Background: an optimization exercise with open tools, aiming at small area, a short achievable clock period and few clock cycles. Do not read the settings as production practice.
The RTL was checked by simulation tests, not by an equivalence proof against the original design.
The flow treats the clock pin as an ideal source. Dropping or thinning the clock tree relies on that and would not hold on a real chip.
Power is estimated from default activity; no workload was simulated.

juniper:
==> flow/design.v <==
module LZ77_Encoder(clk,reset,chardata,valid,encode,finish,offset,match_len,char_nxt);
input               clk;
input               reset;
input       [7:0]   chardata;
output  reg         valid;
output              encode;
output  reg         finish;
output  reg [3:0]   offset;
output  reg [2:0]   match_len;
output      [7:0]   char_nxt;
reg  [7:0] hist [0:8];
reg  [8:0] hv;
reg        eq9l, eq9h;
reg        eq1;
reg  [8:0] dead;
reg  [2:0] k;
integer j;
assign encode   = 1'b1;
assign char_nxt = hist[1];
wire [8:0] eq;
genvar g;
generate
    for (g = 2; g <= 8; g = g + 1) begin : cmp
        assign eq[g-1] = hv[g] & (hist[0] == hist[g]);
    end
endgenerate
assign eq[0] = hv[1] & eq1;
assign eq[8] = eq9l & eq9h;
wire       live = hv[0];
wire [8:0] nm   = ~dead & eq;
wire       emit = (nm == 9'd0) | (k == 3'd7) | ~live;
wire       last = live & (hist[0] == 8'h24);
reg  [3:0] best;
always @(*) begin
    best = 4'd0;
    for (j = 0; j < 9; j = j + 1)
        if (!dead[j]) best = j;
end
wire [2:0] k_inc = {k[2] ^ (k[1] & k[0]), k[1] ^ k[0], ~k[0]};
always @(posedge clk) begin
    hist[0] <= chardata;
    for (j = 1; j <= 8; j = j + 1)
        hist[j] <= hist[j-1];
    eq1       <= (chardata == hist[0]);
    eq9l      <= hv[8] & (chardata[3:0] == hist[8][3:0]);
    eq9h      <= (chardata[7:4] == hist[8][7:4]);
    match_len <= k;
    offset    <= best & {4{|k}};
    valid     <= ~reset & live & emit & ~finish;
    finish    <= ~reset & (finish | last);
end
reg  [3:0] c;
always @(*) begin
    hv[0] = c[3] | c[2] | c[1] | c[0];
    hv[1] = c[3] | c[2] | c[1];
    hv[2] = c[3] | c[2] | (c[1] & c[0]);
    hv[3] = c[3] | c[2];
    hv[4] = c[3] | (c[2] & (c[1] | c[0]));
    hv[5] = c[3] | (c[2] & c[1]);
    hv[6] = c[3] | (c[2] & c[1] & c[0]);
    hv[7] = c[3];
    hv[8] = c[3] & c[0];
end
wire [3:0] c_inc = {c[3] | (c[2] & c[1] & c[0]), c[2] ^ (c[1] & c[0]), c[1] ^ c[0], ~c[0] | c[3]};
always @(posedge clk) begin
    c <= reset ? 4'd0 : c_inc;
end
always @(posedge clk) begin
    if (emit) begin
        dead <= 9'd0;
        k    <= 3'd0;
    end else begin
        dead <= ~nm;
        k    <= k_inc;
    end
end
endmodule
clock: 10.0 ns
lec_check: 0
cap_margin: 20
core_margin: 2
core_utilization: 50
place_density: 0.6
slew_margin: 20
standard.sh (not shown) runs the stock make flow with config.mk's settings and CLKGATE_MAP_FILE= SYNTH_SCRIPT=/design/flow/synth_recipe.tcl, a recipe that flattens the netlist after the stock synthesis.
==> flow/flow/run.sh <==
#!/bin/bash
# Standard ORFS layout (the standard.sh, standard synthesis), except:
#  - port buffers are sky130_fd_sc_hd__buf_2 and may be resized across footprints;
#  - a tighter setup repair target (SETUP_SLACK_MARGIN in knobs.txt);
#  - a hand-built one-level clock tree (flow/manual_cts.tcl) in place of TritonCTS;
#  - after CTS, cells with slack to spare are downsized (flow/post_cts.tcl).
# The whole make output goes to standard_flow.log; ORFS keeps each step's log
# under orfs/logs/.
set -euo pipefail
KNOBS=$(cat flow/knobs.txt)
eval bash standard.sh $KNOBS PRE_CTS_TCL=$PWD/flow/manual_cts.tcl POST_CTS_TCL=$PWD/flow/post_cts.tcl finish > standard_flow.log 2>&1
==> flow/flow/knobs.txt <==
BUFFER_PORTS_ARGS='-buffer_cell sky130_fd_sc_hd__buf_2' MATCH_CELL_FOOTPRINT=0 SETUP_SLACK_MARGIN=7.35 MCTS_NBUF=4 MCTS_BUF=sky130_fd_sc_hd__buf_12 RECOVER_MARGIN=7.42
==> flow/flow/post_cts.tcl <==
# POST_CTS hook: downsize cells whose paths have slack to spare (keeping the
# setup target of the timing repair), then legalise the placement again.
estimate_parasitics -placement
repair_timing -recover_power 100 -setup_margin $::env(RECOVER_MARGIN) -verbose
detailed_placement
Other scripts of this flow, unchanged in this note and not shown: flow/flow/manual_cts.tcl
juniper: no failed stages, no open violations at the end
Testbench counts of juniper, summed over its fixed seeds: cycles 49,224.
Modified inputs, pepper compared to juniper
==> flow/flow/knobs.txt <==
BUFFER_PORTS_ARGS='-buffer_cell sky130_fd_sc_hd__buf_2' MATCH_CELL_FOOTPRINT=0 SETUP_SLACK_MARGIN=7.3 MCTS_NBUF=4 MCTS_BUF=sky130_fd_sc_hd__buf_12
==> flow/flow/post_cts.tcl <==
# POST_CTS hook: downsize cells whose paths have slack to spare, then legalise
# the placement again. The input port buffers are left as they are: they
# drive the comparisons made as a character arrives.
estimate_parasitics -placement
set port_cells {}
foreach bt [[ord::get_db_block] getBTerms] {
  set net [$bt getNet]
  if {$net eq "NULL" || $net eq ""} { continue }
  foreach it [$net getITerms] {
    lappend port_cells [[$it getInst] getName]
  }
}
set port_cells [lsort -unique $port_cells]
puts "post_cts: keeping [llength $port_cells] cells on input ports"
foreach c $port_cells { set_dont_touch [get_cells $c] }
repair_timing -recover_power 100 -setup_margin $::env(SETUP_SLACK_MARGIN) -verbose
foreach c $port_cells { unset_dont_touch [get_cells $c] }
detailed_placement
==> notes.md <==
juniper → pepper: required time reported for the critical path endpoint went down by 2.07 ns; total via count after detailed routing went down by 1.0%; critical path data arrival time went down by 2.12 ns. Sequential share of layout area: juniper vs pepper — no meaningful difference.
diff inputs: pepper => cedar
==> flow/flow/run.sh <==
#!/bin/bash
# Standard ORFS layout (the standard.sh, with the standard synthesis), except:
#  - port buffers are sky130_fd_sc_hd__buf_2, and timing repair may resize
#    cells across footprints;
#  - a tighter setup repair target (SETUP_SLACK_MARGIN in flow/knobs.txt);
#  - a hand-built one-level clock tree (flow/manual_cts.tcl) in place of
#    TritonCTS: the clock port drives 4 buffers, each driving a quarter of
#    the registers.
# The whole make output goes to standard_flow.log; ORFS keeps each step's
# own log under orfs/logs/.
set -euo pipefail
KNOBS=$(cat flow/knobs.txt)
eval bash standard.sh $KNOBS PRE_CTS_TCL=$PWD/flow/manual_cts.tcl finish > standard_flow.log 2>&1
==> flow/flow/knobs.txt <==
BUFFER_PORTS_ARGS='-buffer_cell sky130_fd_sc_hd__buf_1' MATCH_CELL_FOOTPRINT=0 SETUP_SLACK_MARGIN=7.3 MCTS_NBUF=4 MCTS_BUF=sky130_fd_sc_hd__buf_12
removed: flow/flow/post_cts.tcl
[summary]
cedar vs pepper: global-route usage over all layers down. Side by side, global-route wire length before repair turned out lower in cedar than in pepper. cedar vs pepper, final critical-path required period went up by 0.039 ns. ~same fraction of power consumed by combinational cells in pepper and cedar. First-iteration DRC count in cedar is about 110% above pepper. The higher share of power burned in the clock network of pepper and cedar is in pepper. cedar vs. pepper: switching share of power saw a decrease; final routed wirelength across all metal layers shows a reduction of 140 um; maximum number of pins on one net before global-route repair was more or less identical. Against pepper, overall power after layout in cedar fell slightly.
No run of this note takes its clock network from TritonCTS; it comes from the design's own scripts or RTL.


// LZ77_Encoder: RTL as listed in full above, without the edits since
==> flow/config.mk <==
export PLATFORM = sky130hd
export DESIGN_NAME = LZ77_Encoder
export DESIGN_NICKNAME = LZ77_Encoder
export VERILOG_FILES = /design/flow/design.v
export SDC_FILE = /design/flow/constraint.sdc
export NUM_CORES = 8
export LEC_CHECK = 0
export CAP_MARGIN = 20
export CORE_MARGIN = 2
export CORE_UTILIZATION = 50
export PLACE_DENSITY = 0.6
export SLEW_MARGIN = 20
==> flow/constraint.sdc <==
create_clock -name core_clock -period 10.0 [get_ports {clk}]
set_input_delay 2.0000 -clock core_clock [delete_from_list [all_inputs] [get_ports {clk}]]
set_output_delay 2.0000 -clock core_clock [all_outputs]
set_load 0.01 [all_outputs]
==> flow/flow/run.sh <==
#!/bin/bash
# Standard ORFS layout (the standard.sh, standard synthesis), except:
#  - port buffers are sky130_fd_sc_hd__buf_2 and may be resized across footprints;
#  - a tighter setup repair target (SETUP_SLACK_MARGIN in knobs.txt);
#  - a hand-built one-level clock tree (flow/manual_cts.tcl) in place of TritonCTS;
#  - after CTS, cells with slack to spare are downsized (flow/post_cts.tcl).
# The whole make output goes to standard_flow.log; ORFS keeps each step's log
# under orfs/logs/.
set -euo pipefail
KNOBS=$(cat flow/knobs.txt)
eval bash standard.sh $KNOBS PRE_CTS_TCL=$PWD/flow/manual_cts.tcl POST_CTS_TCL=$PWD/flow/post_cts.tcl finish > standard_flow.log 2>&1
==> flow/flow/post_cts.tcl <==
# POST_CTS hook: downsize cells whose paths have slack to spare, then legalise
# the placement again. The input port buffers are left as they are: they
# drive the comparisons made as a character arrives.
estimate_parasitics -placement
set port_cells {}
foreach bt [[ord::get_db_block] getBTerms] {
  if {[$bt getIoType] ne "INPUT" || [$bt getSigType] eq "CLOCK"} { continue }
  set net [$bt getNet]
  if {$net eq "NULL" || $net eq ""} { continue }
  foreach it [$net getITerms] {
    lappend port_cells [[$it getInst] getName]
  }
}
set port_cells [lsort -unique $port_cells]
puts "post_cts: keeping [llength $port_cells] cells on input ports"
foreach c $port_cells { set_dont_touch [get_cells $c] }
repair_timing -recover_power 100 -setup_margin $::env(SETUP_SLACK_MARGIN) -verbose
foreach c $port_cells { unset_dont_touch [get_cells $c] }
detailed_placement
Other scripts of this flow, unchanged in this note and not shown: flow/flow/knobs.txt, flow/flow/manual_cts.tcl
The first run completed without violations.
Testbench counts at the start, summed over its fixed seeds: cycles 49,224.
Next try:
==> flow/flow/post_cts.tcl (replaced) <==
# POST_CTS hook: downsize cells whose paths have slack to spare, then legalise
# the placement again. The cells on the ports (port buffers, and the clock
# buffers on the clock port) are left as they are: the port paths set the
# clock period.
estimate_parasitics -placement
set port_cells {}
foreach bt [[ord::get_db_block] getBTerms] {
  set net [$bt getNet]
  if {$net eq "NULL" || $net eq ""} { continue }
  if {[$net getSigType] eq "POWER" || [$net getSigType] eq "GROUND"} { continue }
  foreach it [$net getITerms] {
    lappend port_cells [[$it getInst] getName]
  }
}
set port_cells [lsort -unique $port_cells]
puts "post_cts: keeping [llength $port_cells] cells on ports"
foreach c $port_cells { set_dont_touch [get_cells $c] }
repair_timing -recover_power 100 -setup_margin $::env(SETUP_SLACK_MARGIN) -verbose
foreach c $port_cells { unset_dont_touch [get_cells $c] }
detailed_placement
The new run finished with timing, DRC and antenna clean.
Routed wire length barely changes.
Global-route usage barely changes.
Sequential power hardly moves.
Next try:
==> flow/flow/run.sh (replaced) <==
#!/bin/bash
# Standard ORFS layout (the standard.sh, with the standard synthesis), except:
#  - port buffers are sky130_fd_sc_hd__buf_2, and timing repair may resize
#    cells across footprints;
#  - a tighter setup repair target (SETUP_SLACK_MARGIN in flow/knobs.txt);
#  - a hand-built one-level clock tree (flow/manual_cts.tcl) in place of
#    TritonCTS: the clock port drives 4 buffers, each driving a quarter of
#    the registers.
# The whole make output goes to standard_flow.log; ORFS keeps each step's
# own log under orfs/logs/.
set -euo pipefail
KNOBS=$(cat flow/knobs.txt)
eval bash standard.sh $KNOBS PRE_CTS_TCL=$PWD/flow/manual_cts.tcl finish > standard_flow.log 2>&1
removed: flow/flow/post_cts.tcl
Result: The new run went through all stages and came out clean; routed wire length does not change; setup slack is unchanged; hold slack is unchanged; die area stays the same; sequential share of layout area stays the same.
Next try:
==> flow/flow/run.sh (replaced) <==
#!/bin/bash
# Standard ORFS layout (the standard.sh, standard synthesis), except:
#  - port buffers are sky130_fd_sc_hd__buf_2 and may be resized across footprints;
#  - a tighter setup repair target (SETUP_SLACK_MARGIN in knobs.txt);
#  - a hand-built one-level clock tree (flow/manual_cts.tcl) in place of TritonCTS;
#  - after CTS, cells with slack to spare are downsized (flow/post_cts.tcl).
# The whole make output goes to standard_flow.log; ORFS keeps each step's log
# under orfs/logs/.
set -euo pipefail
KNOBS=$(cat flow/knobs.txt)
eval bash standard.sh $KNOBS PRE_CTS_TCL=$PWD/flow/manual_cts.tcl POST_CTS_TCL=$PWD/flow/post_cts.tcl finish > standard_flow.log 2>&1
==> flow/flow/post_cts.tcl (new file) <==
# POST_CTS hook: downsize cells whose paths have slack to spare, then legalise
# the placement again. The cells on the ports (port buffers, and the clock
# buffers on the clock port) are left as they are: the port paths set the
# clock period.
estimate_parasitics -placement
set port_cells {}
foreach bt [[ord::get_db_block] getBTerms] {
  set net [$bt getNet]
  if {$net eq "NULL" || $net eq ""} { continue }
  foreach it [$net getITerms] {
    lappend port_cells [[$it getInst] getName]
  }
}
set port_cells [lsort -unique $port_cells]
puts "post_cts: keeping [llength $port_cells] cells on ports"
foreach c $port_cells { set_dont_touch [get_cells $c] }
repair_timing -recover_power 100 -setup_margin $::env(SETUP_SLACK_MARGIN) -verbose
foreach c $port_cells { unset_dont_touch [get_cells $c] }
detailed_placement
--- a/flow/config.mk
+++ b/flow/config.mk
@@ -12 +12,2 @@
 export SLEW_MARGIN = 20
+export SYNTH_HIERARCHICAL = 1
=> The changed run completed without violations. Wire length stays the same. Final cell count stays the same. Cell area does not change. Global-route usage does not change. Hold slack does not change. Worst setup slack is unchanged. Synthesized area does not change. Die area does not change. Sequential share of layout area is unchanged. Total power is unchanged. Maximum frequency is unchanged.
No run of this note takes its clock network from TritonCTS; it comes from the design's own scripts or RTL.

## what the ideal ports hide
The flow's constraints put no driver on any port. The routed layouts listed below were extracted and timed again, unchanged, in two steps.
Step 1, drivers: a clkbuf_16 drives clk and a buf_2 each remaining input, both assumed.
Step 2 also shifts input and output timing later by t, the mid clock arrival at the registers, as if the neighbouring blocks saw the same clock.
Slacks: ideal ports / drivers / drivers and shift; pairs: ideal ports / drivers.
| run | t, ns | setup slack, ns | worst hold slack (ns) | worst register clock-pin slew, ns | worst slew at a driven data input, ns |
|---|---|---|---|---|---|
| juniper | 0.211 | 7.332 / 7.286 / 7.178 | 0.352 / 0.352 / 0.352 | 0.10 / 0.10 | 0.03 |
| pepper | 0.210 | 7.390 / 7.310 / 7.337 | 0.349 / 0.349 / 0.349 | 0.10 / 0.10 | 0.03 |
| cedar | 0.209 | 7.351 / 7.268 / 7.304 | 0.354 / 0.354 / 0.354 | 0.09 / 0.09 | 0.03 |
| the first run of note 2 | 0.210 | 7.363 / 7.283 / 7.335 | 0.352 / 0.352 / 0.352 | 0.10 / 0.10 | 0.03 |
| the second run of note 2 | 0.210 | 7.390 / 7.310 / 7.337 | 0.349 / 0.349 / 0.349 | 0.10 / 0.10 | 0.03 |
| the third run of note 2 | 0.210 | 7.390 / 7.310 / 7.337 | 0.349 / 0.349 / 0.349 | 0.10 / 0.10 | 0.03 |
| the fourth run of note 2 | 0.210 | 7.390 / 7.310 / 7.337 | 0.349 / 0.349 / 0.349 | 0.10 / 0.10 | 0.03 |
After both steps setup and hold are still met in every run listed. For juniper, which loses most, drivers alone change the setup slack by -0.046 ns; drivers and shift together by -0.154 ns.
